From an optimization exercise on the open Yosys and OpenROAD flow, aimed at small area, a short achievable clock period and few clock cycles; shortcuts taken in it are not production practice. Function was checked by simulation only, so behaviour that the tests miss may differ from the original. No activity file was given, so power comes from the tool's default toggle rates.

===== flow/design.v =====
module ALU (
    input      [19:0] input1,
    input      [19:0] input2,
    input      [4:0]  op,
    output reg [19:0] aluOutput
);
    wire [19:0] sum  = input1 + (op[1] ? ~input2 : input2) + {19'b0, op[1]};
    wire [19:0] shl  = input1 << input2[4:0];
    always @(*) begin
        aluOutput = ({20{op[0] | op[1]}} & sum)
                  | ({20{op[2]}} & (input1 | input2))
                  | ({20{op[3]}} & ~(input1 & input2))
                  | ({20{op[4]}} & shl);
    end
endmodule
module RegisterFile (
    input             clock,
    input             writeEnable,
    input      [3:0]  writeRegister,
    input      [19:0] WriteData,
    input      [3:0]  ReadRegister1,
    input      [3:0]  ReadRegister2,
    output     [19:0] ReadData1,
    output     [19:0] ReadData2
);
    reg [19:0] r0, r1, r2, r3, r4, r5, r6, r7,
               r8, r9, r10, r11, r12, r13, r14, r15;
    always @(posedge clock) begin
        if (writeEnable) begin
            case (writeRegister)
                4'd0:  r0  <= WriteData;
                4'd1:  r1  <= WriteData;
                4'd2:  r2  <= WriteData;
                4'd3:  r3  <= WriteData;
                4'd4:  r4  <= WriteData;
                4'd5:  r5  <= WriteData;
                4'd6:  r6  <= WriteData;
                4'd7:  r7  <= WriteData;
                4'd8:  r8  <= WriteData;
                4'd9:  r9  <= WriteData;
                4'd10: r10 <= WriteData;
                4'd11: r11 <= WriteData;
                4'd12: r12 <= WriteData;
                4'd13: r13 <= WriteData;
                4'd14: r14 <= WriteData;
                default: r15 <= WriteData;
            endcase
        end
    end
    wire [319:0] all = {r15, r14, r13, r12, r11, r10, r9, r8,
                        r7, r6, r5, r4, r3, r2, r1, r0};
    RegisterRead port1 (.sel(16'b1 << ReadRegister1), .regs(all), .data(ReadData1));
    RegisterRead port2 (.sel(16'b1 << ReadRegister2), .regs(all), .data(ReadData2));
endmodule
module RegisterRead (
    input      [15:0]  sel,
    input      [319:0] regs,
    output reg [19:0]  data
);
    integer i;
    always @(*) begin
        data = 20'b0;
        for (i = 0; i < 16; i = i + 1)
            data = data | (regs[20*i +: 20] & {20{sel[i]}});
    end
endmodule
module ProgramCounter (
    input             clock,
    input             reset,
    input      [11:0] pcNext,
    output reg [11:0] pcOut
);
    always @(posedge clock or posedge reset) begin
        if (reset)
            pcOut <= 12'b0;
        else
            pcOut <= pcNext;
    end
endmodule
module LateSelect7 (
    input        s,
    input  [6:0] a1,
    input  [6:0] a0,
    output [6:0] y
);
    assign y = s ? a1 : a0;
endmodule
module cpu20 (
    input             clk,
    input             reset,
    output     [11:0] imem_addr,
    input      [19:0] imem_data,
    output     [10:0] dmem_addr,
    output     [19:0] dmem_wdata,
    output reg        dmem_we,
    input      [19:0] dmem_rdata,
    output reg        halted
);
    wire        misp;         
    wire [11:0] pc_f;
    wire [19:0] instr  = imem_data;
    wire [4:0]  opcode = instr[19:15];
    wire f_rtype = (opcode <= 5'd4);
    wire f_itype = (opcode >= 5'd5) && (opcode <= 5'd9);
    wire f_ld    = (opcode == 5'd10);
    wire f_st    = (opcode == 5'd11);
    wire f_jump  = (opcode == 5'd12);
    wire f_br    = (opcode >= 5'd13) && (opcode <= 5'd17);
    wire f_same  = (instr[14:11] == instr[10:7]);
    reg [4:0] f_aluop;
    always @(*) begin
        case (opcode)
            5'd0, 5'd5: f_aluop = 5'b00001;
            5'd1, 5'd8: f_aluop = 5'b00010;
            5'd2, 5'd6: f_aluop = 5'b00100;
            5'd3, 5'd7: f_aluop = 5'b01000;
            5'd4, 5'd9: f_aluop = 5'b10000;
            default:    f_aluop = 5'b00000;
        endcase
    end
    reg [2:0] f_cond;
    always @(*) begin
        case (opcode)
            5'd13:   f_cond = 3'b001;    
            5'd14:   f_cond = 3'b010;    
            5'd15:   f_cond = 3'b100;    
            5'd16:   f_cond = 3'b011;    
            5'd17:   f_cond = 3'b101;    
            default: f_cond = 3'b000;
        endcase
    end
    wire f_pred  = f_br & (f_same ? f_cond[0] : instr[6]);
    wire [2:0] f_mcond = f_pred ? ~f_cond : f_cond;
    wire [3:0] f_rs1 = (f_st | f_br) ? instr[14:11] : instr[10:7];
    wire [3:0] f_rs2 = (f_st | f_br) ? instr[10:7]  : instr[6:3];
    wire       f_halt = f_jump && (instr[10:0] == pc_f[10:0]) && !pc_f[11];
    wire [6:0]  f_lo;
    wire        f_c7;
    Add7 tlo (.a(pc_f[6:0]), .b(instr[6:0]), .sum(f_lo), .cout(f_c7));
    wire [11:0] pc_inc   = pc_f + 12'd1;
    wire [4:0]  f_hi     = pc_f[11:7];
    wire [4:0]  f_hi_inc = f_hi + 5'd1;
    wire [4:0]  f_hi_dec = f_hi - 5'd1;
    wire        f_neg    = instr[6];
    wire [11:0] pc_other = misp   ? x_alt :
                           f_jump ? {1'b0, instr[10:0]} : pc_inc;
    wire        use_tgt;
    PredictSelect psel (.misp(misp), .same(f_same), .pred_same(f_br & f_cond[0]),
                        .pred_diff(f_br & instr[6]), .sel(use_tgt));
    wire [4:0]  hi_c1    = f_neg ? f_hi : f_hi_inc;
    wire [4:0]  hi_c0    = f_neg ? f_hi_dec : f_hi;
    wire [11:0] pc_next;
    LateSelect7 sel_lo (.s(use_tgt), .a1(f_lo), .a0(pc_other[6:0]), .y(pc_next[6:0]));
    FinalSelectHi sel_hi (.sel(use_tgt), .c(f_c7), .t1(hi_c1), .t0(hi_c0),
                          .o(pc_other[11:7]), .y(pc_next[11:7]));
    reg [3:0]  r_rs1, r_rs2, r_rd;
    reg [6:0]  r_imm;
    reg        r_useimm, r_ld, r_ldst, r_pred;
    reg [4:0]  r_aluop;
    reg        r_wen, r_st, r_halt;      
    reg [2:0]  r_mcond;
    always @(posedge clk or posedge reset) begin
        if (reset) begin
            r_wen   <= 1'b0;
            r_st    <= 1'b0;
            r_halt  <= 1'b0;
            r_mcond <= 3'b000;
        end else begin
            r_wen   <= (f_rtype | f_itype | f_ld) & ~misp;
            r_st    <= f_st & ~misp;
            r_halt  <= f_halt & ~misp;
            r_mcond <= f_mcond & {3{~misp}};
        end
    end
    always @(posedge clk) begin
        r_rs1    <= f_rs1;
        r_rs2    <= f_rs2;
        r_rd     <= instr[14:11];
        r_imm    <= instr[6:0];
        r_useimm <= f_itype | f_ld | f_st;
        r_ldst   <= f_ld | f_st;
        r_ld     <= f_ld;
        r_pred   <= f_pred;
        r_aluop  <= f_aluop;
    end
    wire [19:0] rdata1, rdata2;
    reg  [19:0] x_a, x_b;
    reg  [3:0]  x_rd;
    reg  [4:0]  x_aluop;
    reg         x_ld;
    reg         x_wen;
    reg  [2:0]  x_mcond;
    reg  [11:0] x_alt;
    wire [19:0] x_res;
    wire        fwd1 = x_wen && (x_rd == r_rs1);
    wire        fwd2 = x_wen && (x_rd == r_rs2);
    wire [19:0] r_imm20 = {{13{r_imm[6]}}, r_imm};
    wire [19:0] r_immval = r_ldst ? {9'b0, (r_st ? r_rs2 : r_rs1), r_imm} : r_imm20;
    wire [11:0] r_alt = r_pred ? pc_f - r_imm20[11:0] + 12'd1
                               : pc_f + r_imm20[11:0] - 12'd1;
    always @(posedge clk or posedge reset) begin
        if (reset) begin
            x_wen   <= 1'b0;
            x_mcond <= 3'b000;
            dmem_we <= 1'b0;
            halted  <= 1'b0;
        end else begin
            x_wen   <= r_wen & ~misp;
            x_mcond <= r_mcond & {3{~misp}};
            dmem_we <= r_st & ~misp;
            if ((r_halt | (f_halt & ~r_st & (r_mcond == 3'b000))) & ~misp)
                halted <= 1'b1;
        end
    end
    always @(posedge clk) begin
        x_a       <= fwd1 ? x_res : rdata1;
        x_b       <= r_useimm ? r_immval : (fwd2 ? x_res : rdata2);
        x_rd      <= r_rd;
        x_aluop   <= r_aluop;
        x_ld      <= r_ld;
        x_alt     <= r_alt;
    end
    wire [19:0] alu_out;
    ALU alu (
        .input1(x_a),
        .input2(x_b),
        .op(x_aluop),
        .aluOutput(alu_out)
    );
    assign x_res = x_ld ? dmem_rdata : alu_out;
    RegisterFile rf (
        .clock(clk),
        .writeEnable(x_wen),
        .writeRegister(x_rd),
        .WriteData(x_res),
        .ReadRegister1(r_rs1),
        .ReadRegister2(r_rs2),
        .ReadData1(rdata1),
        .ReadData2(rdata2)
    );
    wire equal, lower;
    Compare20 cmp (.a(x_a), .b(x_b), .eq(equal), .lt(lower));
    wire greater = ~equal & ~lower;
    assign misp  = (x_mcond[0] & equal) | (x_mcond[1] & lower) | (x_mcond[2] & greater);
    ProgramCounter pcu (
        .clock(clk),
        .reset(reset),
        .pcNext(pc_next),
        .pcOut(pc_f)
    );
    assign imem_addr  = pc_f;
    assign dmem_wdata = x_a;
    assign dmem_addr  = x_b[10:0];
endmodule
module Compare20 (
    input  [19:0] a,
    input  [19:0] b,
    output        eq,
    output        lt
);
    wire [31:0] l0, e0;
    genvar i;
    generate
        for (i = 0; i < 32; i = i + 1) begin : bits
            if (i < 19) begin : mag
                assign l0[i] = ~a[i] & b[i];
                assign e0[i] = ~(a[i] ^ b[i]);
            end else if (i == 19) begin : sign
                assign l0[i] = a[i] & ~b[i];
                assign e0[i] = ~(a[i] ^ b[i]);
            end else begin : pad
                assign l0[i] = 1'b0;
                assign e0[i] = 1'b1;
            end
        end
    endgenerate
    wire [15:0] l1, e1;
    wire [7:0]  l2, e2;
    wire [3:0]  l3, e3;
    wire [1:0]  l4, e4;
    generate
        for (i = 0; i < 16; i = i + 1) begin : m1
            assign l1[i] = l0[2*i+1] | (e0[2*i+1] & l0[2*i]);
            assign e1[i] = e0[2*i+1] & e0[2*i];
        end
        for (i = 0; i < 8; i = i + 1) begin : m2
            assign l2[i] = l1[2*i+1] | (e1[2*i+1] & l1[2*i]);
            assign e2[i] = e1[2*i+1] & e1[2*i];
        end
        for (i = 0; i < 4; i = i + 1) begin : m3
            assign l3[i] = l2[2*i+1] | (e2[2*i+1] & l2[2*i]);
            assign e3[i] = e2[2*i+1] & e2[2*i];
        end
        for (i = 0; i < 2; i = i + 1) begin : m4
            assign l4[i] = l3[2*i+1] | (e3[2*i+1] & l3[2*i]);
            assign e4[i] = e3[2*i+1] & e3[2*i];
        end
    endgenerate
    assign lt = l4[1] | (e4[1] & l4[0]);
    assign eq = e4[1] & e4[0];
endmodule
module Add7 (
    input  [6:0] a,
    input  [6:0] b,
    output [6:0] sum,
    output       cout
);
    assign {cout, sum} = {1'b0, a} + {1'b0, b};
endmodule
module PredictSelect (
    input  misp,
    input  same,
    input  pred_same,
    input  pred_diff,
    output sel
);
    assign sel = ~misp & (same ? pred_same : pred_diff);
endmodule
module FinalSelectHi (
    input        sel,
    input        c,
    input  [4:0] t1,
    input  [4:0] t0,
    input  [4:0] o,
    output [4:0] y
);
    assign y = sel ? (c ? t1 : t0) : o;
endmodule

===== flow/config.mk =====
export PLATFORM = sky130hd
export DESIGN_NAME = cpu20
export DESIGN_NICKNAME = cpu20
export VERILOG_FILES = /design/flow/design.v
export SDC_FILE = /design/flow/constraint.sdc
export NUM_CORES = 4
export LEC_CHECK = 0
export CAP_MARGIN = 20
export CORE_MARGIN = 2
export CORE_UTILIZATION = 40
export CTS_BUF_LIST = sky130_fd_sc_hd__clkbuf_4 sky130_fd_sc_hd__clkbuf_8
export PLACE_DENSITY = 0.6
export SLEW_MARGIN = 20
export SYNTH_HIERARCHICAL = 1

===== flow/standard.sh =====
#!/bin/bash
# synth_recipe.tcl (not shown) runs the flow's synth.tcl, then flattens the netlist and writes it again
# the make line also repeats each setting of config.mk as NAME=value (left out here)
make -C /OpenROAD-flow-scripts/flow DESIGN_CONFIG=/design/flow/config.mk WORK_HOME=/design/flow/orfs CLKGATE_MAP_FILE= SYNTH_SCRIPT=/design/flow/synth_recipe.tcl "${@:-finish}"

===== flow/flow/run.sh =====
#!/bin/bash
# Standard synthesis, then the standard layout with repair_timing aiming for
# extra setup slack (a tighter internal target than the 10 ns clock), sizing
# not limited to same-footprint cells, and port buffers of a fixed type.
set -euo pipefail
MARGIN=$(cat flow/margin.txt)
PORTBUF=$(cat flow/portbuf.txt)
bash standard.sh synth > synth.log 2>&1
bash standard.sh SETUP_SLACK_MARGIN=$MARGIN MATCH_CELL_FOOTPRINT=0 \
  "BUFFER_PORTS_ARGS=-buffer_cell $PORTBUF" finish > layout.log 2>&1

===== flow/constraint.sdc =====
create_clock -name core_clock -period 10.0 [get_ports {clk}]
set_input_delay 2.0000 -clock core_clock [delete_from_list [all_inputs] [get_ports {clk}]]
set_output_delay 2.0000 -clock core_clock [all_outputs]
set_load 0.01 [all_outputs]

===== flow/flow/portbuf.txt =====
sky130_fd_sc_hd__buf_2

===== flow/flow/margin.txt =====
6.9

==> flow_summary.ini, run 1 <==
[synthesis]
post_synth_and_or_nand_nor_area_fraction = 0.0836
synthDistinctLibCells = 82
synth_common_cells = 320 x edfxtp_1, 160 x a221oi_1, 160 x a22o_1, 108 x nand2_1, 90 x dfxtp_1
synth_xor_area_frac = 0.0388
synthDominantCellAreaShare = 0.413
ys_ff_latch = 434
synth_sequential_area_ratio = 0.516
share_of_the_synthesized_area_in_compound_gates_ao_oa_aoi_oai = 0.194
synth_area_per_cell_sq_um = 11.8
synth_top_cells_by_area = edfxtp_1 41%, dfxtp_1 7.7%, a221oi_1 6.0%
synthCells = 1967
netlist.top_cell.by_area = edfxtp_1
synth_nets = 2101
synth.mux.area_fraction = 0.0641
ys.warnings.count = 11
synthAdderAreaFrac = 0.0522
synthArstFlopShare = 0.0553
syn-cell-area_sq_um = 23300
synthMostInstantiatedCell = edfxtp_1
ys_dominant_reg_cell = edfxtp_1
largest_family_of_logic_cells_by_synthesized_area = compound AO/OA/AOI/OAI gates
edff_count_synth = 320

[sta]
worst_slew_margin_rel = 0.246
tns_ns = 0
final_max_slew_viol_count = 0
min_period_over_period = 0.324
min_period_ns = 3.24
fmax_ghz = 0.308
tightest_slew_ns = 1.13
finalSetupViolations = 0
rsz0062_at_grt = true
final_clock_skew_ns = 0.0316
timing_hold_violations_final = 0

[drt]
via_count = 19000
route.detailed.vias_per_inst = 6.39
wire_per_inst_microns = 28.2
drt-initial-drc-count = 2055
detail_route.first_pass.iterations = 6
remaining_drc_errors = 0
ant_nets = 0
totalWireLength_microns = 84000

[final_layout]
area_growth_syn_to_layout_pct = 20.8
finish.instance_area_sq_um = 28100
nets = 2288
final_layout_size_suffix_gt1_frac = 0.287
finalCoreUtilization = 0.488

[grt]
grt.overflow.total = 0
number_of_antenna_violations_at_the_first_check_in_global_routing = 4
globalRouteTotalUtil = 0.271
via_count_of_the_first_global_routing_pass = 18400
grt_start_max_net_pins = 39
grt_pass1_wl_microns = 119000

[clock_tree]
ctsRootBufferMaster = clkbuf_8
cts.htree.levels = 3
total_clock_sinks = 434
clk_pin_slew_worst_paths_ns = 0.06
clock_tree.buffer_depth = 3
cts_made_buffers = 72
post_cts_hold_buffer_count = 0
tritoncts = yes
insertion_delay_ns = 0.65

[power]
total_leakage_power_nw = 10.3
worst_ir_drop_vdd_mv = 0.141
p_per_area_nw_per_um2 = 235

[die]
io_pins = 87
die_area_sq_um = 60100
num_rows = 88
chipHeight_microns = 245
floorplan.core_area_sq_um = 57600
floorplan.initialDensity = 0.404
horiz_die_dim_microns = 245

[placed_design]
place_congestion = 0.969
port-buffer-count = 86
post_place_cell_area_sq_um = 24400
detailed_place_hpwl_microns = 50100

[setup_path]
worstPathMaxFanout = 1
required_ns = 8.00
worst-path-buf-inv = 1
critical_path.endpoint_type = output pin
slowest_cell_delay_on_critical_path_ns = 0.43
cp_cell_sequence = buf_2
critPathArrivalTime_ns = 1.24
path_delay_family = flip-flops
crit_path_kind = reg2out
worst_path_max_delay_cell = dfrtp_1
worstSetupStartpointType = register

[min_path]
min-delay-path-class = reg2reg

[run]
max_cap_viols = 0

[run_status]
outcome = complete, no violations
## cell type report
type | count | area, sq um
Clock buffer | 112 | 1370
Sequential cell | 434 | 12200
Fill cell | 5050 | 29500
Tap cell | 765 | 957
Timing Repair Buffer | 243 | 2170
Multi-Input combinational cell | 1316 | 10900
Inverter | 87 | 329
Antenna cell | 2 | 5.00
Clock inverter | 20 | 176
## report_power, final
part	switching [mW]	internal (mW)	total, mW
combinational	1.46	1.18	2.63
clock	0.726	0.948	1.67
sequential	0.139	2.16	2.30
## modules after synthesis, one instance, submodules excluded, a selection
module | flops+latches | area [sq um] | copies in the design | cells inside
Compare20 | 0 | 495 | 1 | 70
RegisterRead | 0 | 1800 | 2 | 212
cpu20 | 102 | 5790 | 1 | 621
PredictSelect | 0 | 13.8 | 1 | 2
LateSelect7 | 0 | 116 | 1 | 8
ProgramCounter | 12 | 304 | 1 | 13
RegisterFile | 320 | 9930 | 1 | 387
## metrics by stage
step | worst slack, ns | hold slack (ns) | cells | total power, mW
after global placement | 6.23 | 0.314 | 2729 | 4.34
final | 6.76 | 0.326 | 2979 | 6.61
after floorplan | 6.59 | 0.310 | 1967 | 3.79
after global routing | 6.74 | 0.324 | 2978 | 6.92
after CTS | 6.72 | 0.325 | 2940 | 6.37
after detailed placement | 6.10 | 0.313 | 2729 | 4.38
## layer usage
| layer | GRT usage | part of all wire |
|---|---|---|
| met5 | 0 | 0.00032 |
| met4 | 0.133 | 0.051 |
| met3 | 0.0701 | 0.11 |
| met2 | 0.429 | 0.45 |
| met1 | 0.344 | 0.39 |
## path summary, 6_finish.rpt
kind	cells after the start	startpoint	endpoint	slack (ns)
min in group asynchronous	2	reset	r_halt	1.41
hold / removal	0	r_rd[2]	x_rd[2]	0.33
hold reg to reg	0	r_rd[2]	x_rd[2]	0.33
max in group asynchronous	2	reset	pcu.pcOut[1]	8.14
setup / recovery	1	dmem_we	dmem_we	6.76
setup reg to reg	13	x_aluop[1]	x_b[19]	6.86
## placed cells by master, fill, tap and decap left out, types with 8 or more instances in the layout
cell type  synthesis  routed
edfxtp_1         320     320
nor2_2             1       8
nor3_2             1      16
dfrtp_1           24      11
inv_1             83      77
nor2b_1           17      14
a21oi_2            2      11
buf_2             13      42
nand4_1           54      54
clkinv_1           1      10
buf_4             13     124
nor2_1            88      64
clkbuf_4           0      28
a21oi_1           76      67
a22o_1           160     160
xnor2_1           54      54
dfxtp_4            0      32
mux2_2            64      53
dfrtp_2            0      13
mux2_4             7      19
o21ai_1           29      30
nor3_1            53      36
buf_12             0      13
ha_1              88      70
xor2_1            49      43
o21ai_0           52      46
a221oi_1         160     159
inv_2              3       8
buf_6             40      59
dfxtp_1           90      55
nand2b_1          17      17
nor2_4             0      17
nand2_1          108     107
ha_4               0      14
mux2i_1           62      56
nand3_1           18      17
a21o_1            19      19
clkbuf_8           0      84
## kinds of logic (layout without fill, tap and decap cells)
| logic type | after synthesis | in the layout |
|---|---|---|
| other cells | 0 | 2 |
| xor+xnor | 103 | 103 |
| mux | 136 | 137 |
| flops | 434 | 434 |
| buf+inv | 218 | 462 |
| compound gates | 584 | 584 |
| simple gates | 397 | 397 |
| fa+ha+maj | 95 | 95 |
## timing repair
action                     CTS  global route
pin swaps                    9            40
setup endpoints to repair  311           211
cloned                       4             1
buffers inserted            75            36
gates resized for setup    177            96
Testbench counts, summed over its fixed seeds: cycles 76,271.
==> run 2, diff against run 1 <==
--- a/flow/design.v
+++ b/flow/design.v
@@ -196,8 +196,9 @@
     wire        fwd2 = x_wen && (x_rd == r_rs2);
     wire [19:0] r_imm20 = {{13{r_imm[6]}}, r_imm};
     wire [19:0] r_immval = r_ldst ? {9'b0, (r_st ? r_rs2 : r_rs1), r_imm} : r_imm20;
-    wire [11:0] r_alt = r_pred ? pc_f - r_imm20[11:0] + 12'd1
-                               : pc_f + r_imm20[11:0] - 12'd1;
+    wire [7:0]  r_k   = {r_imm[6], r_imm} - 8'd1;
+    wire [7:0]  r_kx  = r_k ^ {8{r_pred}};
+    wire [11:0] r_alt = pc_f + {{4{r_kx[7]}}, r_kx} + {11'b0, r_pred};
     always @(posedge clk or posedge reset) begin
         if (reset) begin
             x_wen   <= 1'b0;
==> flow/flow/margin.txt (replaced) <==
6.7
--- a/flow/config.mk
+++ b/flow/config.mk
@@ -8,7 +8,8 @@
 export CAP_MARGIN = 20
 export CORE_MARGIN = 2
 export CORE_UTILIZATION = 40
-export CTS_BUF_LIST = sky130_fd_sc_hd__clkbuf_4 sky130_fd_sc_hd__clkbuf_8
+export CTS_CLUSTER_DIAMETER = 100
+export CTS_CLUSTER_SIZE = 20
 export PLACE_DENSITY = 0.6
 export SLEW_MARGIN = 20
 export SYNTH_HIERARCHICAL = 1
==> run 2 against run 1 <==
Against the previous run:
- worst setup slack got worse by 0.026 ns
- highest routed layer is now met4
- count of clock-buffer cells in the layout decreased by 69
- global-route usage decreased by 2.9 points
- sequential share of layout area increased by 5.0 points
- cell area decreased by 11%
- wire length decreased by 13%
- first-iteration DRC count decreased by 10%
- die area decreased by 2.9%
- critical endpoint is now pcu.pcOut[2]
- register-to-register slack got worse by 0.05 ns
- critical path depth increased by 8
- synthesized cell count decreased by 4.9%
==> flow_summary.ini, run 2 <==
[run_status]
outcome = complete, no violations

[die]
horiz_die_dim_microns = 242
die_area_sq_um = 58300
chipHeight_microns = 242
io_pins = 87
floorplan.core_area_sq_um = 56100
num_rows = 87
floorplan.initialDensity = 0.403

[grt]
globalRoute.busiestLayer = met2
globalRouteTotalUtil = 0.242
grt_pass1_wl_microns = 107000
number_of_antenna_violations_at_the_first_check_in_global_routing = 1
grt.overflow.total = 0
grt_util_met1 = 0.345
grt_start_max_net_pins = 39
grtUsageMet2 = 0.388
grt.met3_usage = 0.0302
via_count_of_the_first_global_routing_pass = 16600

[min_path]
min-delay-path-class = reg2reg

[sta]
finalSetupViolations = 0
tightest_slew_ns = 1.22
timing_hold_violations_final = 0
min_period_over_period = 0.327
min_period_ns = 3.27
tns_ns = 0
final_max_slew_viol_count = 0
rsz0062_at_grt = true
final_clock_skew_ns = 0.0329
worst_slew_margin_rel = 0.183
fmax_ghz = 0.306

[drt]
totalWireLength_microns = 73300
route.detailed.vias_per_inst = 6.31
wire_per_inst_microns = 27.0
via_count = 17100
detail_route.first_pass.iterations = 5
drt-initial-drc-count = 1849
remaining_drc_errors = 0
ant_nets = 0

[synthesis]
synth_common_cells = 320 x edfxtp_1, 161 x a221oi_1, 160 x a22o_1, 101 x nand2_1, 90 x dfxtp_1
syn-cell-area_sq_um = 22600
synthCells = 1870
synth_nets = 1977
synth_top_cells_by_area = edfxtp_1 43%, dfxtp_1 8.0%, a221oi_1 6.2%
synth_area_per_cell_sq_um = 12.1
ys_ff_latch = 434
synthMostInstantiatedCell = edfxtp_1
synth_sequential_area_ratio = 0.532
ys.warnings.count = 11
ys_dominant_reg_cell = edfxtp_1
netlist.top_cell.by_area = edfxtp_1
synthDistinctLibCells = 79
synthArstFlopShare = 0.0553
synthDominantCellAreaShare = 0.426
edff_count_synth = 320

[power]
p_per_area_nw_per_um2 = 207
worst_ir_drop_vdd_mv = 0.144
total_leakage_power_nw = 9.05

[setup_path]
worstSetupStartpointType = primary input
crit_path_kind = in2reg
cp_cell_sequence = clkbuf_4 > or3b_4 > o22ai_4 > nand2_1 > inv_1 > mux2i_1 > nor2_2 > buf_6 > mux2_4
required_ns = 10.45
critical_path.endpoint_type = register
worst_path_max_delay_cell = or3b_4
worst-path-buf-inv = 3
slowest_cell_delay_on_critical_path_ns = 0.44
path_delay_family = simple AND/OR/NAND/NOR gates
critPathArrivalTime_ns = 3.72
worstPathMaxFanout = 15

[clock_tree]
tritoncts = yes
insertion_delay_ns = 0.59
post_cts_hold_buffer_count = 0
cts.htree.levels = 1
ctsRootBufferMaster = clkbuf_16
cts_made_buffers = 25
clock_tree.buffer_depth = 3
clk_pin_slew_worst_paths_ns = 0.09
total_clock_sinks = 434

[final_layout]
finish.instance_area_sq_um = 25000
finalCoreUtilization = 0.446
area_growth_syn_to_layout_pct = 10.9
final_layout_size_suffix_gt1_frac = 0.197
nets = 2042
mostFrequentLayoutCells = 320 x edfxtp_1, 160 x a22o_1, 159 x a221oi_1, 101 x nand2_1, 81 x buf_2
mostFrequentLayoutCell = edfxtp_1
antenna-diode-count = 0

[placed_design]
post_place_cell_area_sq_um = 23700
detailed_place_hpwl_microns = 47000
place_congestion = 0.906
port-buffer-count = 86

[run]
max_cap_viols = 0
==> run 2: cell count changes in the layout (fill, tap and decap cells not counted), moves of 18 or more <==
cell	before	now
dfxtp_2	3	24
buf_6	59	1
clkbuf_1	0	18
clkbuf_16	3	29
buf_4	124	70
clkbuf_8	84	0
inv_1	77	48
buf_2	42	81
dfxtp_4	32	7
clkbuf_4	28	4
==> run 2: what timing repair did <==
action	in CTS	in global routing
gates resized for setup	73	36
endpoints found under the setup margin	215	117
buffers inserted	13	10
pin swaps	2	8
gates cloned	4	2
==> run 2: modules after synthesis (local to each module, per instance) <==
module / copies in the design / cells inside / flip-flops and latches
RegisterFile: 1 / 387 / 320
cpu20: 1 / 524 / 102
ALU: 1 / 388 / 0
RegisterRead: 2 / 212 / 0
Compare20: 1 / 70 / 0
ProgramCounter: 1 / 13 / 12
Add7: 1 / 37 / 0
LateSelect7: 1 / 8 / 0
FinalSelectHi: 1 / 17 / 0
PredictSelect: 1 / 2 / 0
==> run 2: worst paths after layout <==
check / start / to / slack, ns / depth (start not counted)
worst min register to register: r_aluop[2] / x_aluop[2] / 0.33 / 0
worst max-delay path: imem_data[18] / pcu.pcOut[2] / 6.73 / 9
min in group asynchronous: reset / r_st / 1.45 / 2
worst min-delay path: r_aluop[2] / x_aluop[2] / 0.33 / 0
max in group asynchronous: reset / pcu.pcOut[2] / 8.19 / 2
worst max register to register: x_b[0] / rf.r5[16] / 6.81 / 12
==> run 2: layer usage <==
metal	up-vias	wire length, microns
met4	0	2310
met5	-	0
met1	8607	31400
li1	7543	-
met2	828	33500
met3	126	6030
==> run 2: through the flow <==
step / setup WS (ns) / power [mW] / hold WS (ns) / instances
CTS: 6.70 / 5.14 / 0.334 / 2697
global placement: 6.00 / 3.97 / 0.312 / 2635
detailed placement: 5.92 / 4.00 / 0.312 / 2635
finish: 6.73 / 5.18 / 0.332 / 2709
floorplan: 6.53 / 3.49 / 0.310 / 1870
global route: 6.65 / 5.43 / 0.338 / 2709
==> run 2: area by class of cell <==
class                      instances  area [sq um]
tap                              756           946
sequential                       434         12100
multi-input combinational       1254          9830
timing repair buffer             169          1250
clock inverter                     2          17.5
fill                            5171         31000
clock buffer                      43           693
timing repair inverter             1          7.51
inverter                          50           191
==> run 2: report_power, final <==
part / internal (mW) / switching [mW]
Combinational: 0.749 / 1.02
Clock: 0.475 / 0.585
Sequential: 2.15 / 0.203
==> run 2: cells by family (layout without fill, tap and decap cells) <==
kind of cell,Yosys count,in the layout,synth area share
AOI/OAI and AO/OA,567,567,0.195
xor gates and xnor gates,96,96,0.0373
adders and majority gates,65,65,0.0370
buffers and inverters,182,265,0.0472
DFF,434,434,0.532
muxes,136,136,0.0661
and+or+nand+nor,390,390,0.0858
Testbench counts of run 2, summed over its fixed seeds: cycles 76,271.
==> run 3, diff against run 2 <==
==> flow/flow/run.sh (replaced) <==
#!/bin/bash
# Standard synthesis, then the standard layout with repair_timing aiming for
# extra setup slack (a tighter internal target than the 10 ns clock), sizing
# not limited to same-footprint cells, and port buffers of a fixed type.
set -euo pipefail
MARGIN=$(cat flow/margin.txt)
bash standard.sh synth > synth.log 2>&1
bash standard.sh SETUP_SLACK_MARGIN=$MARGIN MATCH_CELL_FOOTPRINT=0 \
  "BUFFER_PORTS_ARGS=-buffer_cell sky130_fd_sc_hd__buf_4" finish > layout.log 2>&1
removed: flow/flow/portbuf.txt
==> run 3 against run 2 <==
Against the previous run:
- clock power up 5%
- flip-flop and latch count is the same
- synthesized cell count stayed put
- cell area grew 1.2%
- worst setup slack improved by 0.00095 ns
- largest cell class unchanged
- highest routed layer unchanged
==> flow_summary.ini, run 3 <==
[run_status]
outcome = complete, no violations

[drt]
ant_nets = 0
highest-signal-layer = met4
detailroute.wirelength.met3_microns = 6190
wire_per_inst_microns = 27.0
met2RoutedLength_microns = 32600
route.layer.met1.wl_microns = 31800
remaining_drc_errors = 0
via_count = 17200
route.detailed.vias_per_inst = 6.35
totalWireLength_microns = 73300
detail_route.first_pass.iterations = 5
drt-initial-drc-count = 1984

[synthesis]
synthArstFlopShare = 0.0553
syn-cell-area_sq_um = 22600
synth_sequential_area_ratio = 0.532
synth_nets = 1977
synthMostInstantiatedCell = edfxtp_1
synthDistinctLibCells = 79
netlist.top_cell.by_area = edfxtp_1
synthCells = 1870
synth_area_per_cell_sq_um = 12.1
synth_top_cells_by_area = edfxtp_1 43%, dfxtp_1 8.0%, a221oi_1 6.2%
synth_common_cells = 320 x edfxtp_1, 161 x a221oi_1, 160 x a22o_1, 101 x nand2_1, 90 x dfxtp_1
ys_dominant_reg_cell = edfxtp_1
ys_ff_latch = 434
ys.warnings.count = 11
edff_count_synth = 320
synthDominantCellAreaShare = 0.426

[die]
horiz_die_dim_microns = 242
die_area_sq_um = 58300
floorplan.core_area_sq_um = 56100
num_rows = 87
floorplan.initialDensity = 0.403
io_pins = 87
chipHeight_microns = 242

[setup_path]
worst-path-buf-inv = 1
critPathArrivalTime_ns = 1.27
r2r_slack_ns = 6.80
worst_path_max_delay_cell = dfrtp_2
worstPathMaxFanout = 8
crit_path_kind = reg2out
slowest_cell_delay_on_critical_path_ns = 0.51
cp_cell_sequence = buf_4
required_ns = 8.00
critical_path.endpoint_type = output pin
path_delay_family = flip-flops
worstSetupStartpointType = register

[sta]
tns_ns = 0
rsz0062_at_grt = true
timing_hold_violations_final = 0
hold_ws_ns = 0.329
worst_slew_margin_rel = 0.289
tightest_slew_ns = 1.06
min_period_ns = 3.27
final_max_slew_viol_count = 0
min_period_over_period = 0.327
postLayoutSetupSlackWorst_ns = 6.73
fmax_ghz = 0.306
final_clock_skew_ns = 0.0159
finalSetupViolations = 0

[clock_tree]
tritoncts = yes
post_cts_hold_buffer_count = 0
total_clock_sinks = 434
ctsRootBufferMaster = clkbuf_16
clock_tree.buffer_depth = 3
cts_made_buffers = 26
insertion_delay_ns = 0.59
cts.htree.levels = 1
clk_pin_slew_worst_paths_ns = 0.09

[grt]
grt.overflow.total = 0
via_count_of_the_first_global_routing_pass = 16700
number_of_antenna_violations_at_the_first_check_in_global_routing = 0
globalRouteTotalUtil = 0.242
grt_pass1_wl_microns = 107000
grt_start_max_net_pins = 39

[final_layout]
finalCoreUtilization = 0.452
area_growth_syn_to_layout_pct = 12.1
final_layout_size_suffix_gt1_frac = 0.197
mostFrequentLayoutCells = 320 x edfxtp_1, 160 x a22o_1, 159 x a221oi_1, 154 x buf_4, 101 x nand2_1
mostFrequentLayoutCell = edfxtp_1
finish.instance_area_sq_um = 25300
fillerInstances = 5118
nets = 2044
antenna-diode-count = 0
layoutNonFillerInstCount = 2713

[min_path]
min-delay-path-class = reg2reg

[placed_design]
dp_worst_setup_slack_ns = 5.86
place_congestion = 0.901
detailed_place_hpwl_microns = 47000
placedCellCount = 2634
post_place_cell_area_sq_um = 23900
port-buffer-count = 86

[run]
max_cap_viols = 0

[power]
total_leakage_power_nw = 9.16
worst_ir_drop_vdd_mv = 0.142
fin_total_pwr_mw = 5.28
p_per_area_nw_per_um2 = 208
run 3: per-layer routing:
layer | GRT usage | up-vias
met5 | 0 | -
met4 | 0.0815 | 0
met3 | 0.0335 | 148
met2 | 0.376 | 907
met1 | 0.346 | 8622
li1 | - | 7543
run 3: final cells by class:
type | instances | area (sq um) | share of cell area
inverter | 50 | 191 | 0.00756
timing repair inverter | 1 | 7.51 | 0.000297
clock buffer | 44 | 728 | 0.0288
sequential | 434 | 12100 | 0.477
multi-input combinational | 1254 | 9840 | 0.389
tap | 756 | 946 | 0.0374
clock inverter | 4 | 45.0 | 0.00178
timing repair buffer | 170 | 1480 | 0.0583
run 3: worst paths after layout:
path	from	endpoint	cells past startpoint
max reg2reg	x_aluop[1]	x_b[10]	12
min in group asynchronous	reset	x_mcond[0]	2
min	r_ld	x_ld	0
min reg2reg	r_ld	x_ld	0
max in group asynchronous	reset	pcu.pcOut[0]	2
max	pcu.pcOut[4]	imem_addr[4]	1
run 3: cells by family after synthesis:
logic type | Yosys count | synth area share
flip-flops | 434 | 0.532
buffers and inverters | 182 | 0.0472
adder cells (fa/ha/maj) | 65 | 0.0370
AND/OR/NAND/NOR | 390 | 0.0858
XOR/XNOR | 96 | 0.0373
multiplexers | 136 | 0.0661
AO/OA/AOI/OAI | 567 | 0.195
run 3: per-module statistics from Yosys (local to each module, per instance), a selection:
module | cell area (sq um) | cells | copies in the design | flip-flops and latches
FinalSelectHi | 110 | 17 | 1 | 0
Compare20 | 495 | 70 | 1 | 0
LateSelect7 | 116 | 8 | 1 | 0
PredictSelect | 13.8 | 2 | 1 | 0
RegisterRead | 1800 | 212 | 2 | 0
ProgramCounter | 304 | 13 | 1 | 12
run 3: power breakdown:
group | total, mW | internal (mW) | leakage, nW | switching, mW
logic | 1.81 | 0.784 | 4.79 | 1.03
clock network | 1.11 | 0.506 | 0.370 | 0.606
registers | 2.35 | 2.15 | 4.00 | 0.206
run 3: repair_timing:
item | 4_1_cts | 5_1_grt
endpoints found under the setup margin | 230 | 82
pin swaps | 1 | 7
buffers inserted | 12 | 13
gates resized for setup | 64 | 36
cloned | 3 | 3
==> run 4, diff against run 3 <==
--- a/flow/config.mk
+++ b/flow/config.mk
@@ -9,7 +9,7 @@
 export CORE_MARGIN = 2
 export CORE_UTILIZATION = 40
 export CTS_CLUSTER_DIAMETER = 100
-export CTS_CLUSTER_SIZE = 20
+export CTS_CLUSTER_SIZE = 25
 export PLACE_DENSITY = 0.6
 export SLEW_MARGIN = 20
 export SYNTH_HIERARCHICAL = 1
==> run 4 against run 3 <==
Against the previous run:
- utilization is 0.15 points lower
- total power is 1.5% lower
- cell count is 0.18% lower
- combinational power hardly changed
- still clean
- count of clock-buffer cells in the layout is 9 lower
- via count hardly changed
- die area stayed put
- cell area is 0.32% lower
- highest routed layer unchanged
==> flow_summary.ini, run 4 <==
[sta]
finalSetupViolations = 0
tns_ns = 0
min_period_ns = 3.26
worst_slew_margin_rel = 0.305
tightest_slew_ns = 1.04
timing_hold_violations_final = 0
final_max_slew_viol_count = 0
fmax_ghz = 0.306
hold_ws_ns = 0.333
min_period_over_period = 0.326
postLayoutSetupSlackWorst_ns = 6.74
final_clock_skew_ns = 0.0470
rsz0062_at_grt = true

[grt]
grt.overflow.total = 0
number_of_antenna_violations_at_the_first_check_in_global_routing = 0
grt_pass1_wl_microns = 107000
via_count_of_the_first_global_routing_pass = 16600
grt_start_max_net_pins = 39
globalRouteTotalUtil = 0.240

[drt]
totalWireLength_microns = 73200
via_count = 17200
detail_route.first_pass.iterations = 5
drt-initial-drc-count = 2139
ant_nets = 0
remaining_drc_errors = 0
route.detailed.vias_per_inst = 6.36
wire_per_inst_microns = 27.0

[clock_tree]
cts_made_buffers = 22
tritoncts = yes
ctsRootBufferMaster = clkbuf_16
post_cts_hold_buffer_count = 0
clock_tree.buffer_depth = 3
insertion_delay_ns = 0.58
cts.htree.levels = 1
clk_pin_slew_worst_paths_ns = 0.10
total_clock_sinks = 434

[final_layout]
layoutNonFillerInstCount = 2708
nets = 2044
mostFrequentLayoutCells = 320 x edfxtp_1, 160 x a22o_1, 159 x a221oi_1, 159 x buf_4, 101 x nand2_1
area_growth_syn_to_layout_pct = 11.8
mostFrequentLayoutCell = edfxtp_1
fillerInstances = 5110
final_layout_size_suffix_gt1_frac = 0.197
antenna-diode-count = 0

[power]
p_comb_frac = 0.350
worst_ir_drop_vdd_mv = 0.159
total_leakage_power_nw = 9.12
switchingPower_mw = 1.83
p_per_area_nw_per_um2 = 206
power_frac_clock = 0.197
p_seq_frac = 0.453
net_switching_share_of_the_total_power = 0.352
internal_dissipation_mw = 3.37

[setup_path]
path_delay_family = flip-flops
worstPathMaxFanout = 5
worst_path_max_delay_cell = dfxtp_2
worstSetupStartpointType = register
timing.critical_path.from = x_b[10]
cp_cell_sequence = buf_4
crit_path_kind = reg2out
required_ns = 8.00
timing.rr.start = x_b[0]
critical_path.endpoint_type = output pin
slowest_cell_delay_on_critical_path_ns = 0.49
critPathArrivalTime_ns = 1.26
worst-path-buf-inv = 1

[die]
num_rows = 87
io_pins = 87
floorplan.initialDensity = 0.403
die_area_sq_um = 58300
chipHeight_microns = 242
horiz_die_dim_microns = 242
floorplan.core_area_sq_um = 56100

[synthesis]
synthDominantCellAreaShare = 0.426
synthCells = 1870
ys.warnings.count = 11
syn-cell-area_sq_um = 22600
synth_xor_area_frac = 0.0373
synth_top_cells_by_area = edfxtp_1 43%, dfxtp_1 8.0%, a221oi_1 6.2%
synthAdderAreaFrac = 0.0370
synthArstFlopShare = 0.0553
synth.mux.area_fraction = 0.0661
synth_common_cells = 320 x edfxtp_1, 161 x a221oi_1, 160 x a22o_1, 101 x nand2_1, 90 x dfxtp_1
ys_dominant_reg_cell = edfxtp_1
synthMostInstantiatedCell = edfxtp_1
share_of_the_synthesized_area_in_compound_gates_ao_oa_aoi_oai = 0.195
netlist.top_cell.by_area = edfxtp_1
ys_ff_latch = 434
synth_sequential_area_ratio = 0.532
post_synth_and_or_nand_nor_area_fraction = 0.0858
synth_nets = 1977
synthDistinctLibCells = 79
largest_family_of_logic_cells_by_synthesized_area = compound AO/OA/AOI/OAI gates
edff_count_synth = 320
synth_area_per_cell_sq_um = 12.1

[run]
max_cap_viols = 0

[placed_design]
dp_worst_setup_slack_ns = 5.86
port-buffer-count = 86
placedCellCount = 2634
place_congestion = 0.901
detailed_place_hpwl_microns = 47000

[min_path]
min-delay-path-class = reg2reg
hold_path_startpoint = r_aluop[1]

[run_status]
outcome = complete, no violations
## run 4: layout make-up
type,count,area [sq um],area share
sequential,434,12100,0.479
multi-input combinational,1254,9850,0.390
timing repair buffer,174,1480,0.0586
tap,756,946,0.0375
clock buffer,35,599,0.0238
inverter,50,191,0.00759
clock inverter,4,67.6,0.00268
timing repair inverter,1,7.51,0.000298
## run 4: cell families (layout without fill, tap and decap cells)
kind of cell | Yosys count | count (layout)
flip-flops | 434 | 434
XOR/XNOR | 96 | 96
AND/OR/NAND/NOR | 390 | 390
buffers and inverters | 182 | 264
adder cells (fa/ha/maj) | 65 | 65
multiplexers | 136 | 136
AO/OA/AOI/OAI | 567 | 567
## run 4: final timing paths
path | endpoint | slack [ns] | depth (start not counted)
min reg2reg | x_aluop[1] | 0.33 | 0
max reg2reg | x_a[19] | 6.78 | 10
max in group asynchronous | pcu.pcOut[7] | 8.18 | 2
max | dmem_addr[10] | 6.74 | 1
min in group asynchronous | r_wen | 1.45 | 2
min | x_aluop[1] | 0.33 | 0
## run 4: Yosys stat by module, one instance, submodules excluded
module / area (sq um) / cells inside / flops+latches / copies in the design
PredictSelect: 13.8 / 2 / 0 / 1
ALU: 2610 / 388 / 0 / 1
FinalSelectHi: 110 / 17 / 0 / 1
ProgramCounter: 304 / 13 / 12 / 1
Compare20: 495 / 70 / 0 / 1
Add7: 287 / 37 / 0 / 1
RegisterRead: 1800 / 212 / 0 / 2
LateSelect7: 116 / 8 / 0 / 1
cpu20: 5100 / 524 / 102 / 1
RegisterFile: 9930 / 387 / 320 / 1
## run 4: layer usage
layer  routed length [microns]  global-route usage  vias to the layer above
met5                         0                   0                        -
met4                      2460              0.0756                        0
met3                      5730              0.0316                      138
met2                     32900               0.376                      855
met1                     32100               0.345                     8680
li1                          -                   -                     7543
## run 4: power by group through the flow
stage	sequential [mW]	clock (mW)	combinational (mW)
6_report	2.35	1.03	1.82
3_5_place_dp	2.39	0	1.63
4_1_cts	2.35	1.04	1.72
3_3_place_gp	2.39	0	1.61
5_1_grt	2.37	1.10	1.98
2_1_floorplan	2.30	0	1.19
## run 4: stage by stage
step	total power, mW	utilization	area (sq um)
finish	5.20	0.450	25200
detailed placement	4.03	0.426	23900
CTS	5.11	0.443	24900
global placement	4.00	0.426	23900
global route	5.45	0.450	25200
floorplan	3.49	-	22600
## run 4: what timing repair did
action	CTS	global route
gates resized for setup	62	43
buffers inserted	10	20
endpoints found under the setup margin	230	105
pin swaps	1	12
gates cloned	2	3
==> run 5, diff against run 4 <==
--- a/flow/design.v
+++ b/flow/design.v
@@ -2,6 +2,8 @@
     input      [19:0] input1,
     input      [19:0] input2,
     input      [4:0]  op,
+    input             ld,
+    input      [19:0] loadData,
     output reg [19:0] aluOutput
 );
     wire [19:0] sum  = input1 + (op[1] ? ~input2 : input2) + {19'b0, op[1]};
@@ -10,7 +12,8 @@
         aluOutput = ({20{op[0] | op[1]}} & sum)
                   | ({20{op[2]}} & (input1 | input2))
                   | ({20{op[3]}} & ~(input1 & input2))
-                  | ({20{op[4]}} & shl);
+                  | ({20{op[4]}} & shl)
+                  | ({20{ld}} & loadData);
     end
 endmodule
 module RegisterFile (
@@ -226,9 +229,11 @@
         .input1(x_a),
         .input2(x_b),
         .op(x_aluop),
+        .ld(x_ld),
+        .loadData(dmem_rdata),
         .aluOutput(alu_out)
     );
-    assign x_res = x_ld ? dmem_rdata : alu_out;
+    assign x_res = alu_out;      
     RegisterFile rf (
         .clock(clk),
         .writeEnable(x_wen),
--- a/flow/config.mk
+++ b/flow/config.mk
@@ -9,7 +9,7 @@
 export CORE_MARGIN = 2
 export CORE_UTILIZATION = 40
 export CTS_CLUSTER_DIAMETER = 100
-export CTS_CLUSTER_SIZE = 25
+export CTS_CLUSTER_SIZE = 20
 export PLACE_DENSITY = 0.6
 export SLEW_MARGIN = 20
 export SYNTH_HIERARCHICAL = 1
==> run 5 against run 4 <==
Against the previous run:
- wire length rose by 6.2%
- critical path depth is the same
- flip-flop and latch count unchanged
- non-clock buffer count down 2
- global-route usage rose by 2.1 points
- via count is 0.55% higher
- sequential power hardly changed
- total power is 2.6% higher
- largest power group unchanged
==> flow_summary.ini, run 5 <==
[die]
num_rows = 86
chipHeight_microns = 241
floorplan.core_area_sq_um = 55300
horiz_die_dim_microns = 241
die_area_sq_um = 58100
io_pins = 87
floorplan.initialDensity = 0.406

[run_status]
outcome = complete, no violations

[power]
p_seq_frac = 0.439
p_comb_frac = 0.349
internal_dissipation_mw = 3.45
worst_ir_drop_vdd_mv = 0.131
p_per_area_nw_per_um2 = 212
total_leakage_power_nw = 8.87
switchingPower_mw = 1.89
net_switching_share_of_the_total_power = 0.353
power_frac_clock = 0.211

[final_layout]
finalCoreUtilization = 0.456
final_layout_size_suffix_gt1_frac = 0.185
area_growth_syn_to_layout_pct = 12.2
nets = 2041
mostFrequentLayoutCell = edfxtp_1
mostFrequentLayoutCells = 320 x edfxtp_1, 164 x a221oi_1, 160 x a22o_1, 159 x buf_4, 103 x nand2_1
finish.instance_area_sq_um = 25200

[clock_tree]
ctsRootBufferMaster = clkbuf_16
cts_made_buffers = 26
tritoncts = yes
post_cts_hold_buffer_count = 0
insertion_delay_ns = 0.59
cts.htree.levels = 1
total_clock_sinks = 434
clock_tree.buffer_depth = 3
clk_pin_slew_worst_paths_ns = 0.09

[drt]
detail_route.first_pass.iterations = 5
remaining_drc_errors = 0
via_count = 17300
totalWireLength_microns = 77800
drt-initial-drc-count = 2079
route.detailed.vias_per_inst = 6.40
ant_nets = 0
wire_per_inst_microns = 28.8

[synthesis]
synth_nets = 1970
synthDominantCellAreaShare = 0.428
synth_area_per_cell_sq_um = 12.1
ys.warnings.count = 11
netlist.top_cell.by_area = edfxtp_1
synth_common_cells = 320 x edfxtp_1, 165 x a221oi_1, 160 x a22o_1, 103 x nand2_1, 93 x nor2_1
synth_top_cells_by_area = edfxtp_1 43%, dfxtp_1 8.0%, a221oi_1 6.4%
ys_ff_latch = 434
synthMostInstantiatedCell = edfxtp_1
synthArstFlopShare = 0.0553
ys_dominant_reg_cell = edfxtp_1
synth_sequential_area_ratio = 0.535
synthCells = 1863
edff_count_synth = 320
synthDistinctLibCells = 86
syn-cell-area_sq_um = 22500

[grt]
number_of_antenna_violations_at_the_first_check_in_global_routing = 1
grt_pass1_wl_microns = 110000
via_count_of_the_first_global_routing_pass = 16400
grt_start_max_net_pins = 39
globalRouteTotalUtil = 0.261
grt.overflow.total = 0

[setup_path]
critPathArrivalTime_ns = 1.27
worst_path_max_delay_cell = dfxtp_2
worstSetupStartpointType = register
r2r_slack_ns = 6.82
critical_path.endpoint_type = output pin
path_delay_family = flip-flops
slowest_cell_delay_on_critical_path_ns = 0.49
worstPathMaxFanout = 8
crit_path_kind = reg2out
worst-path-buf-inv = 1
cp_cell_sequence = buf_4
required_ns = 8.00

[sta]
tns_ns = 0
timing_hold_violations_final = 0
tightest_slew_ns = 1.12
min_period_over_period = 0.327
worst_slew_margin_rel = 0.251
final_clock_skew_ns = 0.0225
fmax_ghz = 0.306
rsz0062_at_grt = false
final_max_slew_viol_count = 0
finalSetupViolations = 0
postLayoutSetupSlackWorst_ns = 6.73
min_period_ns = 3.27

[min_path]
min-delay-path-class = reg2reg

[placed_design]
port-buffer-count = 86
dp_worst_setup_slack_ns = 5.87
post_place_cell_area_sq_um = 23800
detailed_place_hpwl_microns = 47100
place_congestion = 0.924

[run]
max_cap_viols = 0
==> run 5: cell types whose count changed after synthesis, moves of 4 or more <==
cell and change:
mux2_2 -31, o21ai_0 -27, o21ai_1 +20, nor2_1 +8
mux2_1 +7, nand3_1 +7, mux2i_1 -5, a21o_1 -4
a221oi_1 +4, a311oi_1 +4, nand4_1 -4, nor3_1 -4
o22a_1 -4
==> run 5: per-layer routing <==
metal | global-route usage | vias up | part of all wire
met1 | 0.358 | 8571 | 0.40
met4 | 0.0984 | 2 | 0.041
met3 | 0.0594 | 162 | 0.11
met2 | 0.403 | 1028 | 0.45
li1 | - | 7548 | -
met5 | 0 | - | 0.00015
==> run 5: worst paths after layout <==
kind | to | cells past startpoint | start
hold / removal | x_aluop[0] | 0 | r_aluop[0]
max in group asynchronous | pcu.pcOut[0] | 2 | reset
setup reg to reg | x_a[16] | 10 | x_aluop[1]
setup / recovery | dmem_wdata[17] | 1 | x_a[17]
min in group asynchronous | r_halt | 2 | reset
hold reg to reg | x_aluop[0] | 0 | r_aluop[0]
==> run 5: kinds of logic after synthesis <==
logic type / after synthesis / synth area share
buf+inv: 179 / 0.0468
fa+ha+maj: 65 / 0.0372
flops: 434 / 0.535
simple gates: 408 / 0.0910
xor+xnor: 95 / 0.0370
compound gates: 570 / 0.197
mux: 112 / 0.0565
==> run 5: timing repair <==
action / in CTS / in global routing
gates cloned: 1 / 1
buffers inserted: 11 / 20
gates resized for setup: 59 / 23
pin swaps: 4 / 7
endpoints found under the setup margin: 260 / 118
==> run 5: power by group through the flow <==
stage          clock, mW  combinational (mW)  sequential, mW
2_1_floorplan          0                1.18            2.31
3_3_place_gp           0                1.65            2.40
3_5_place_dp           0                1.66            2.40
4_1_cts             1.14                1.75            2.35
5_1_grt             1.20                2.01            2.36
6_report            1.13                1.86            2.34
==> run 5: modules after synthesis, one instance, submodules excluded <==
| module | flip-flops and latches | area, sq um |
|---|---|---|
| Compare20 | 0 | 495 |
| ProgramCounter | 12 | 304 |
| PredictSelect | 0 | 13.8 |
| LateSelect7 | 0 | 116 |
| ALU | 0 | 2720 |
| Add7 | 0 | 287 |
| RegisterFile | 320 | 9930 |
| FinalSelectHi | 0 | 110 |
| cpu20 | 102 | 4890 |
| RegisterRead | 0 | 1800 |
==> run 5: stage by stage <==
| stage | power, mW | hold WS (ns) | cells |
|---|---|---|---|
| after floorplan | 3.49 | 0.310 | 1863 |
| after detailed placement | 4.06 | 0.312 | 2621 |
| final | 5.34 | 0.331 | 2703 |
| after CTS | 5.24 | 0.332 | 2681 |
| after global placement | 4.05 | 0.312 | 2621 |
| after global routing | 5.58 | 0.337 | 2702 |
==> run 5: cell type report <==
type / count / area, sq um
Fill cell: 5088 / 30100
Sequential cell: 434 / 12100
Tap cell: 748 / 936
Clock buffer: 46 / 747
Multi-Input combinational cell: 1250 / 9810
Antenna cell: 1 / 2.50
Timing Repair Buffer: 172 / 1410
Inverter: 50 / 193
Clock inverter: 2 / 32.5
Testbench counts of run 5, summed over its fixed seeds: cycles 76,271.
==> run 6, diff against run 5 <==
==> flow/flow/margin.txt (replaced) <==
6.9
==> run 6 against run 5 <==
Against the previous run:
- worst setup slack gained 0.11 ns
- critical path type unchanged
- cell count grew 1.8%
- utilization grew 1.5 points
- die area is the same
- flip-flop and latch count is the same
- critical path depth is the same
- still clean on timing, DRC and antenna
==> flow_summary.ini, run 6 <==
[grt]
grt_pass1_wl_microns = 109000
globalRouteTotalUtil = 0.256
grt_start_max_net_pins = 39
grt.overflow.total = 0
via_count_of_the_first_global_routing_pass = 16600
number_of_antenna_violations_at_the_first_check_in_global_routing = 1

[sta]
final_clock_skew_ns = 0.0201
timing_hold_violations_final = 0
postLayoutSetupSlackWorst_ns = 6.84
rsz0062_at_grt = true
final_max_slew_viol_count = 0
tightest_slew_ns = 1.07
tns_ns = 0
finalSetupViolations = 0
min_period_over_period = 0.316
worst_slew_margin_rel = 0.287
hold_ws_ns = 0.332
fmax_ghz = 0.316
min_period_ns = 3.16

[synthesis]
ys.warnings.count = 11
edff_count_synth = 320
synthCells = 1863
synthDominantCellAreaShare = 0.428
netlist.top_cell.by_area = edfxtp_1
synth_top_cells_by_area = edfxtp_1 43%, dfxtp_1 8.0%, a221oi_1 6.4%
ys_dominant_reg_cell = edfxtp_1
synth_sequential_area_ratio = 0.535
synth_nets = 1970
synth_area_per_cell_sq_um = 12.1
syn-cell-area_sq_um = 22500
synthMostInstantiatedCell = edfxtp_1
ys_ff_latch = 434
synthArstFlopShare = 0.0553
synthDistinctLibCells = 86
synth_common_cells = 320 x edfxtp_1, 165 x a221oi_1, 160 x a22o_1, 103 x nand2_1, 93 x nor2_1

[clock_tree]
insertion_delay_ns = 0.57
ctsRootBufferMaster = clkbuf_16
total_clock_sinks = 434
clk_pin_slew_worst_paths_ns = 0.09
cts_made_buffers = 25
tritoncts = yes
cts.htree.levels = 1
clock_tree.buffer_depth = 3

[die]
num_rows = 86
floorplan.core_area_sq_um = 55300
horiz_die_dim_microns = 241
die_area_sq_um = 58100
floorplan.initialDensity = 0.406
chipHeight_microns = 241
io_pins = 87

[final_layout]
fillerInstances = 5019
nets = 2093
mostFrequentLayoutCell = edfxtp_1
area_growth_syn_to_layout_pct = 16.0
final_layout_size_suffix_gt1_frac = 0.230
mostFrequentLayoutCells = 320 x edfxtp_1, 177 x buf_4, 163 x a221oi_1, 160 x a22o_1, 102 x nand2_1
antenna-diode-count = 0

[power]
net_switching_share_of_the_total_power = 0.351
worst_ir_drop_vdd_mv = 0.168
fin_total_pwr_mw = 5.43
power_frac_clock = 0.195
p_seq_frac = 0.421
p_per_area_nw_per_um2 = 209
internal_dissipation_mw = 3.53
total_leakage_power_nw = 9.21
p_comb_frac = 0.384
switchingPower_mw = 1.91

[drt]
remaining_drc_errors = 0
totalWireLength_microns = 76700
detail_route.first_pass.iterations = 5
wire_per_inst_microns = 27.9
route.detailed.vias_per_inst = 6.41
ant_nets = 0
drt-initial-drc-count = 2128
via_count = 17600

[setup_path]
worst-path-buf-inv = 1
crit_path_kind = reg2out
required_ns = 8.00
slowest_cell_delay_on_critical_path_ns = 0.46
worstSetupStartpointType = register
worstPathMaxFanout = 2
cp_cell_sequence = buf_6
critPathArrivalTime_ns = 1.16
critical_path.endpoint_type = output pin
path_delay_family = flip-flops
worst_path_max_delay_cell = dfrtp_2

[run_status]
outcome = complete, no violations

[placed_design]
detailed_place_hpwl_microns = 47400
place_congestion = 0.881
dp_worst_setup_slack_ns = 6.02
port-buffer-count = 86

[run]
max_cap_viols = 0

[min_path]
min-delay-path-class = reg2reg
run 6: layer usage:
metal	global-route usage	wire length, microns
met5	0	11
met1	0.359	32400
met2	0.405	34500
met3	0.0405	6750
met4	0.0887	3050
run 6: repair_timing:
action / 4_1_cts / 5_1_grt
endpoints found under the setup margin: 317 / 150
gates resized for setup: 139 / 56
pin swaps: 11 / 20
buffers inserted: 58 / 18
gates cloned: 4 / 1
hold buffers: 0 / 0
run 6: path summary, 6_finish.rpt:
check,from,endpoint,slack (ns),cells after the start
setup / recovery,pcu.pcOut[7],imem_addr[7],6.84,1
hold / removal,r_ld,x_ld,0.33,0
setup reg to reg,x_aluop[1],x_a[12],6.92,12
hold reg to reg,r_ld,x_ld,0.33,0
max in group asynchronous,reset,pcu.pcOut[7],8.22,2
min in group asynchronous,reset,pcu.pcOut[0],1.44,2
run 6: area by class of cell:
cell class / instances / area (sq um) / share of cell area
flip-flops and latches: 434 / 12100 / 0.466
multi-input cells: 1250 / 10100 / 0.388
repair buffers: 225 / 1970 / 0.0756
well taps: 748 / 936 / 0.0359
clock buffers: 42 / 689 / 0.0265
inverters: 50 / 193 / 0.00740
clock inverters: 2 / 10.0 / 0.000384
run 6: cells by family (layout without fill, tap and decap cells):
family / count (synthesis) / count (layout) / synth area share
XOR/XNOR: 95 / 95 / 0.0370
adder cells (fa/ha/maj): 65 / 65 / 0.0372
multiplexers: 112 / 112 / 0.0565
buffers and inverters: 179 / 319 / 0.0468
AO/OA/AOI/OAI: 570 / 570 / 0.197
AND/OR/NAND/NOR: 408 / 408 / 0.0910
flip-flops: 434 / 434 / 0.535
run 6: per-stage QoR:
stage                util  area, sq um  cells
floorplan               -        22600   1863
global placement    0.433        23900   2626
detailed placement  0.433        23900   2626
CTS                 0.463        25600   2732
global route        0.471        26100   2751
finish              0.471        26100   2751
run 6: modules after synthesis, one instance, submodules excluded:
module          cells inside  flops+latches  times used
RegisterFile             387            320           1
LateSelect7                8              0           1
Compare20                 70              0           1
RegisterRead             212              0           2
FinalSelectHi             17              0           1
Add7                      37              0           1
ALU                      404              0           1
ProgramCounter            13             12           1
cpu20                    501            102           1
PredictSelect              2              0           1
run 6: power groups by stage:
stage / Sequential, mW / Combinational (mW) / Clock [mW]
6_report: 2.29 / 2.08 / 1.06
5_1_grt: 2.30 / 2.24 / 1.12
4_1_cts: 2.29 / 1.96 / 1.07
3_5_place_dp: 2.40 / 1.66 / 0
3_3_place_gp: 2.40 / 1.63 / 0
2_1_floorplan: 2.31 / 1.20 / 0
==> run 7, diff against run 6 <==
==> flow/flow/margin.txt (replaced) <==
7.0
==> run 7 against run 6 <==
Against the previous run:
- synthesized cell count unchanged
- critical path type unchanged
- maximum frequency is essentially flat
- utilization grew 1.7 points
- count of clock-buffer cells in the layout is 1 higher
- largest cell class unchanged
- via count increased by 2.1%
==> flow_summary.ini, run 7 <==
[sta]
rsz0062_at_grt = true
hold_ws_ns = 0.335
finalSetupViolations = 0
tightest_slew_ns = 1.19
postLayoutSetupSlackWorst_ns = 6.83
min_period_ns = 3.17
fmax_ghz = 0.316
final_clock_skew_ns = 0.0243
min_period_over_period = 0.317
final_max_slew_viol_count = 0
timing_hold_violations_final = 0
tns_ns = 0
worst_slew_margin_rel = 0.199

[setup_path]
worst_path_max_delay_cell = dfrtp_2
worstPathMaxFanout = 2
r2r_slack_ns = 6.91
critical_path.reg2reg.endpoint = pcu.pcOut[4]
critical_path.endpoint_type = output pin
endpoint = imem_addr[7]
required_ns = 8.00
slowest_cell_delay_on_critical_path_ns = 0.45
path_delay_family = flip-flops
worst-path-buf-inv = 1
timing.rr.start = x_a[17]
r2r.worst_path.cells = 13
crit_path_kind = reg2out
cp_cell_sequence = buf_6
critPathArrivalTime_ns = 1.17
timing.critical_path.from = pcu.pcOut[7]
worstSetupStartpointType = register
worstSetupPathDepth = 1

[power]
total_leakage_power_nw = 9.61
p_per_area_nw_per_um2 = 209
worst_ir_drop_vdd_mv = 0.171

[clock_tree]
total_clock_sinks = 434
ctsRootBufferMaster = clkbuf_16
tritoncts = yes
post_cts_hold_buffer_count = 0
clock_tree.buffer_depth = 3
cts.htree.levels = 1
clk_pin_slew_worst_paths_ns = 0.09
insertion_delay_ns = 0.59
cts_made_buffers = 25

[die]
num_rows = 86
floorplan.initialDensity = 0.406
floorplan.core_area_sq_um = 55300
io_pins = 87
horiz_die_dim_microns = 241
die_area_sq_um = 58100
chipHeight_microns = 241

[grt]
globalRouteTotalUtil = 0.264
grt_start_max_net_pins = 39
grt.overflow.total = 0
number_of_antenna_violations_at_the_first_check_in_global_routing = 0
via_count_of_the_first_global_routing_pass = 17300
grt_pass1_wl_microns = 113000

[min_path]
min-delay-path-class = reg2reg

[synthesis]
synthCells = 1863
share_of_the_synthesized_area_in_compound_gates_ao_oa_aoi_oai = 0.197
synth_top_cells_by_area = edfxtp_1 43%, dfxtp_1 8.0%, a221oi_1 6.4%
synthDominantCellAreaShare = 0.428
ys_ff_latch = 434
synth_sequential_area_ratio = 0.535
ys_dominant_reg_cell = edfxtp_1
edff_count_synth = 320
synthAdderAreaFrac = 0.0372
synth_common_cells = 320 x edfxtp_1, 165 x a221oi_1, 160 x a22o_1, 103 x nand2_1, 93 x nor2_1
synthArstFlopShare = 0.0553
synth_xor_area_frac = 0.0370
syn-cell-area_sq_um = 22500
synth_area_per_cell_sq_um = 12.1
synthMostInstantiatedCell = edfxtp_1
ys.warnings.count = 11
synth.mux.area_fraction = 0.0565
synthDistinctLibCells = 86
synth_nets = 1970
post_synth_and_or_nand_nor_area_fraction = 0.0910
netlist.top_cell.by_area = edfxtp_1
largest_family_of_logic_cells_by_synthesized_area = compound AO/OA/AOI/OAI gates

[placed_design]
place_congestion = 0.917
port-buffer-count = 86
dp_worst_setup_slack_ns = 6.07
detailed_place_hpwl_microns = 47300

[drt]
totalWireLength_microns = 78800
route.detailed.vias_per_inst = 6.45
wire_per_inst_microns = 28.2
remaining_drc_errors = 0
ant_nets = 0
via_count = 18000
drt-initial-drc-count = 2005
detail_route.first_pass.iterations = 6

[run]
max_cap_viols = 0

[final_layout]
final_layout_size_suffix_gt1_frac = 0.271
fillerInstances = 4973
antenna-diode-count = 0
mostFrequentLayoutCell = edfxtp_1
nets = 2132
area_growth_syn_to_layout_pct = 20.1
finalCoreUtilization = 0.488
mostFrequentLayoutCells = 320 x edfxtp_1, 178 x buf_4, 160 x a221oi_1, 160 x a22o_1, 99 x nand2_1

[run_status]
outcome = complete, no violations
run 7: cell count changes in the layout (fill, tap and decap cells not counted), sizes merged:
cell    previous run  this run
buf              222       259
clkbuf            45        46
inv               50        52
clkinv             2         3
run 7: repair_timing:
| item | CTS | global route |
|---|---|---|
| buffers inserted | 83 | 38 |
| pin swaps | 20 | 46 |
| cloned | 3 | 4 |
| setup endpoints to repair | 304 | 219 |
| resized for setup | 172 | 106 |
run 7: per-module statistics from Yosys (local to each module, per instance):
module / area (sq um) / flops+latches
LateSelect7: 116 / 0
RegisterFile: 9930 / 320
Add7: 287 / 0
cpu20: 4890 / 102
ALU: 2720 / 0
PredictSelect: 13.8 / 0
RegisterRead: 1800 / 0
Compare20: 495 / 0
FinalSelectHi: 110 / 0
ProgramCounter: 304 / 12
run 7: worst register-to-register path: stages, from the launching register on:
cell and delay, ns:
dfxtp_4 0.37, buf_4 0.17, inv_1 0.06, ha_1 0.31
a21oi_1 0.17, nor2_1 0.07, a211oi_1 0.44, o21ai_4 0.16
a221oi_2 0.30, buf_6 0.19, clkinv_8 0.08, nor2_4 0.18
clkbuf_16 0.18, mux2_4 0.30
run 7: logic make-up (layout without fill, tap and decap cells):
family                     count (synthesis)  count (layout)
buffers and inverters                    179             360
AOI/OAI and AO/OA                        570             570
muxes                                    112             112
xor gates and xnor gates                  95              95
adders and majority gates                 65              65
DFF                                      434             434
and+or+nand+nor                          408             408
run 7: through the flow:
| stage | cells | total power, mW | cell area [sq um] |
|---|---|---|---|
| floorplan | 1863 | 3.52 | 22800 |
| finish | 2792 | 5.65 | 27000 |
| global placement | 2617 | 4.04 | 24000 |
| CTS | 2749 | 5.41 | 26000 |
| detailed placement | 2617 | 4.07 | 24000 |
| global route | 2792 | 5.89 | 27000 |
run 7: how the worst min path moves through the flow:
| stage | slack (ns) | depth (start not counted) | startpoint | to |
|---|---|---|---|---|
| final | 0.33 | 0 | r_aluop[4] | x_aluop[4] |
| after detailed placement | 0.31 | 0 | r_ld | x_ld |
| after floorplan | 0.31 | 0 | r_aluop[1] | x_aluop[1] |
| after global routing | 0.34 | 0 | r_aluop[3] | x_aluop[3] |
| after CTS | 0.34 | 0 | r_ld | x_ld |
| after global placement | 0.31 | 0 | r_ld | x_ld |
run 7: routing by layer:
metal,part of all wire,global-route usage
met3,0.087,0.0447
met1,0.41,0.362
met5,0,0
met4,0.047,0.112
met2,0.46,0.413
run 7: cell type report:
cell class	instances	area, sq um	share of cell area
Clock inverter	3	18.8	0.000696
Inverter	50	203	0.00751
Timing Repair inverter	2	17.5	0.000649
Tap cell	748	936	0.0347
Timing Repair Buffer	262	2480	0.0920
Clock buffer	43	693	0.0257
Multi-Input combinational cell	1250	10500	0.388
Sequential cell	434	12100	0.450
run 7: report_power, final:
| part | switching, mW | total [mW] | leakage, nW | internal [mW] |
|---|---|---|---|---|
| registers | 0.130 | 2.28 | 4.00 | 2.15 |
| clock network | 0.587 | 1.06 | 0.342 | 0.476 |
| logic | 1.29 | 2.30 | 5.27 | 1.02 |
| total | 2.00 | 5.65 | 9.61 | 3.65 |

[what the ideal ports hide]
In the flow no input, the clock included, has a driving cell. The finished layouts below were timed again as built, in two steps.
Step 1 (the two cells are an assumption about what drives the block):
set clk [get_ports {clk}]
set_driving_cell -lib_cell sky130_fd_sc_hd__clkbuf_16 $clk
set_driving_cell -lib_cell sky130_fd_sc_hd__buf_2 [delete_from_list [all_inputs] $clk]
Step 2 adds t to the input delays and takes it off the output delays; t is the mean of the earliest and latest rising clock arrival at the registers after step 1. Input paths then give back, and output paths get back, about the clock's delay inside the block.
Slacks: no drivers / after step 1 / after step 2; pairs: no drivers / after step 1.
| run | shift t [ns] | slack for setup (ns) | worst register clock-pin slew, ns | pins driven straight from the clock port |
|---|---|---|---|---|
| run 1 | 0.687 | 6.758 / 6.708 / 6.273 | 0.07 / 0.07 | 1 |
| run 2 | 0.627 | 6.732 / 6.677 / 6.138 | 0.09 / 0.09 | 1 |
| run 3 | 0.634 | 6.733 / 6.673 / 6.175 | 0.09 / 0.09 | 1 |
| run 4 | 0.614 | 6.736 / 6.683 / 6.181 | 0.10 / 0.10 | 1 |
| run 5 | 0.640 | 6.731 / 6.672 / 6.221 | 0.09 / 0.09 | 1 |
| run 6 | 0.626 | 6.837 / 6.775 / 6.316 | 0.10 / 0.10 | 1 |
| run 7 | 0.628 | 6.835 / 6.778 / 6.288 | 0.09 / 0.09 | 1 |
After both steps setup and hold are still met in every run listed. The setup slack of run 2, which loses most, moves by -0.055 ns with the drivers and by -0.594 ns with both steps.
